What follows belongs to an exercise in optimizing a design on an open flow for small area; a production flow would make more cautious choices.
Where RTL was checked, it was by simulation tests only, not by an equivalence proof against the original.

==> inputs of job 4474 <==
==> flow/design.v (excerpt) <==
module hart #(
    parameter RESET_ADDR = 32'h00000000
) (
    input  wire        i_clk,
    input  wire        i_rst,
    output wire [31:0] o_imem_raddr,
    input  wire [31:0] i_imem_rdata,
    output wire [31:0] o_dmem_addr,
    output wire        o_dmem_ren,
    output wire        o_dmem_wen,
    output wire [31:0] o_dmem_wdata,
    output wire [ 3:0] o_dmem_mask,
    input  wire [31:0] i_dmem_rdata,
    output wire        o_retire_valid,
    output wire [31:0] o_retire_inst,
    output wire        o_retire_trap,
    output wire        o_retire_halt,
    output wire [ 4:0] o_retire_rs1_raddr,
    output wire [ 4:0] o_retire_rs2_raddr,
    output wire [31:0] o_retire_rs1_rdata,
    output wire [31:0] o_retire_rs2_rdata,
    output wire [ 4:0] o_retire_rd_waddr,
    output wire [31:0] o_retire_rd_wdata,
    output wire [31:0] o_retire_dmem_addr,
    output wire [ 3:0] o_retire_dmem_mask,
    output wire        o_retire_dmem_ren,
    output wire        o_retire_dmem_wen,
    output wire [31:0] o_retire_dmem_rdata,
    output wire [31:0] o_retire_dmem_wdata,
    output wire [31:0] o_retire_pc,
    output wire [31:0] o_retire_next_pc
);
  reg [31:0] pc;           
  reg        rst_reg;      
  reg [31:0] f_pc;         
  reg [31:0] d_pc, d_ir;   
  reg        d_v, d_z;     
  reg [31:0] e_pc, e_ir, e_rs1, e_rs2;   
  reg        e_v, e_z;
  ...
Settings: LEC_CHECK=0, CAP_MARGIN=20, CORE_MARGIN=2, CORE_UTILIZATION=70, CTS_BUF_LIST=sky130_fd_sc_hd__clkbuf_4, PLACE_DENSITY=0.8, SLEW_MARGIN=20; clock period 11.0 ns.
run.sh (not shown) runs the stock make flow with config.mk's settings and CLKGATE_MAP_FILE= SYNTH_SCRIPT=/design/flow/synth_recipe.tcl, a recipe that flattens the netlist after the stock synthesis.
==> inputs of job 4852, as changes to job 4474 <==
--- a/flow/design.v
+++ b/flow/design.v
@@ -65,14 +65,14 @@
       ld_ext = w_a[1] ? {{16{sgn}}, ld[31:16]} : {{16{sgn}}, ld[15:0]};
     end else begin
       ld_ext = ld;
     end
   end
-  wire [31:0] wb_data = w_ld ? ld_ext : w_res;
+  wire [31:0] wb_data = ({32{w_ld & ~i_rst}} & ld_ext) | ({32{~w_ld & ~i_rst}} & w_res);
   wire [4:0]  w_rd = w_ir[11:7];
   reg [31:0] rf[1:31];
-  wire [31:0] rf_wd = i_rst ? 32'd0 : wb_data;
+  wire [31:0] rf_wd = wb_data;
   integer k;
   always @(posedge i_clk) begin
     for (k = 1; k < 32; k = k + 1)
       if (i_rst | (w_rw & (w_rd == k))) rf[k] <= rf_wd;
   end
@@ -113,40 +113,40 @@
   wire use_f3 = (op[4] & ~op[2]) | (op[6] & ~op[3]);
   wire [2:0] fs = use_f3 ? f3 : 3'b000;
   wire sub = use_f3 & ((op[6] & ~op[2]) | (~f3[2] & f3[1]) |
                        (f3 == 3'b000 & e_ir[30] & op[5] & ~op[6]));
   wire [31:0] bx = b ^ {32{sub}};
+  wire [31:0] p_ab = a ^ bx;
+  wire [31:0] g_ab = a & bx;
   wire [31:0] sum;
   wire        cout;
   add_bk #(.W(32)) alu_add (.a(a), .b(bx), .ci(sub), .s(sum), .co(cout));
-  wire [31:0] x_ab = a ^ b;
-  wire        eq = (x_ab == 32'd0);
+  wire        eq = &p_ab;
   wire        ult = ~cout;
-  wire        slt = (a[31] ^ b[31]) ? a[31] : sum[31];
+  wire        slt = p_ab[31] ? sum[31] : a[31];
   wire        uns = (op[6] & ~op[2]) ? f3[1] : f3[0];
   wire        lt = uns ? ult : slt;
-  wire        sh_left = ~fs[2];
-  reg  [31:0] a_rev;
+  wire        sh_left = ~f3[2];
+  reg  [31:0] rs1_rev;
   integer j;
-  always @(*) for (j = 0; j < 32; j = j + 1) a_rev[j] = a[31-j];
-  wire [31:0] sh_in = sh_left ? a_rev : a;
-  wire        sh_fill = e_ir[30] & a[31] & ~sh_left;
+  always @(*) for (j = 0; j < 32; j = j + 1) rs1_rev[j] = e_rs1[31-j];
+  wire [31:0] sh_in = sh_left ? rs1_rev : e_rs1;
+  wire        sh_fill = e_ir[30] & e_rs1[31] & f3[2];
   wire signed [32:0] sh_ext = {sh_fill, sh_in};
   wire signed [32:0] sh_out = sh_ext >>> b[4:0];
   reg  [31:0] sh_rev;
   always @(*) for (j = 0; j < 32; j = j + 1) sh_rev[j] = sh_out[31-j];
-  wire [31:0] shr = sh_left ? sh_rev : sh_out[31:0];
   reg [31:0] alu;
   always @(*) begin
     case (fs)
       3'b000: alu = sum;
-      3'b001: alu = shr;
+      3'b001: alu = sh_rev;
       3'b010, 3'b011: alu = {31'b0, lt};
-      3'b100: alu = x_ab;
-      3'b101: alu = shr;
-      3'b110: alu = a | b;
-      default: alu = a & b;
+      3'b100: alu = p_ab;
+      3'b101: alu = sh_out[31:0];
+      3'b110: alu = p_ab | g_ab;
+      default: alu = g_ab;
     endcase
   end
   wire [31:0] off;
   wire        off_co;
   add_bk #(.W(32)) off_add (.a(e_pc), .b(op[2] ? 32'd4 : imm_b), .ci(1'b0), .s(off), .co(off_co));
==> flow/flow/run.sh (new file) <==
#!/bin/bash
# Layout flow: the standard ORFS flow (standard.sh, unchanged synthesis),
# with two knobs the ORFS scripts read from the environment:
#  - port buffers use the smallest buffer cell (every port is still buffered);
#  - clock tree synthesis uses clkbuf_4 in small sink clusters (about 8
#    flip-flops per leaf buffer) and no dummy loads.
set -euo pipefail
export BUFFER_PORTS_ARGS="-buffer_cell sky130_fd_sc_hd__buf_1"
export CTS_ARGS="-sink_clustering_enable -repair_clock_nets -dont_use_dummy_load -buf_list sky130_fd_sc_hd__clkbuf_4 -sink_clustering_size 8 -sink_clustering_max_diameter 50"
bash standard.sh > standard.log 2>&1
==> flow/standard.sh (new file) <==
#!/bin/bash
# synth_recipe.tcl (not shown) runs the flow's synth.tcl, then flattens the netlist and writes it again
# the make line also repeats each setting of config.mk as NAME=value (left out here)
make -C /OpenROAD-flow-scripts/flow DESIGN_CONFIG=/design/flow/config.mk WORK_HOME=/design/flow/orfs CLKGATE_MAP_FILE= SYNTH_SCRIPT=/design/flow/synth_recipe.tcl "${@:-finish}"
==> flow/config.mk (replaced) <==
export PLATFORM = sky130hd
export DESIGN_NAME = hart
export DESIGN_NICKNAME = hart
export VERILOG_FILES = /design/flow/design.v
export SDC_FILE = /design/flow/constraint.sdc
export NUM_CORES = 4
export LEC_CHECK = 0
export CAP_MARGIN = 20
export CORE_MARGIN = 2
export CORE_UTILIZATION = 50
export SLEW_MARGIN = 20
removed: flow/run.sh
==> notes <==
Job 4852 finished clean. Job 4474 did not get past 5_1_grt. In synthesized cell count, job 4852 and job 4474 hardly differ. In job 4852 the area after synthesis is smaller than in job 4474, by about 1.3%.
The RTL of job 4474 was laid out without a check of its function.

static timing again, ports no longer ideal:
Ports are ideal in the flow. The routed layout listed here was re-timed in OpenROAD.
Step 1 (the two cells are an assumption about what drives the block):
set clk [get_ports {i_clk}]
set_driving_cell -lib_cell sky130_fd_sc_hd__clkbuf_16 $clk
set_driving_cell -lib_cell sky130_fd_sc_hd__buf_2 [delete_from_list [all_inputs] $clk]
Step 2 also shifts input and output timing later by t, the mid clock arrival at the registers, as if the neighbouring blocks saw the same clock.
a / b / c = no drivers / after step 1 / after step 2; a / b = the first two.
run: job 4852
shift t [ns]: 1.300
setup slack, ns: 0.564 / 0.473 / 1.772
worst setup path after step 2: register to output
pins driven straight from the clock port: 1
After both steps setup and hold are still met in job 4852. For job 4852, drivers alone change the setup slack by -0.091 ns; drivers and shift together by +1.208 ns.
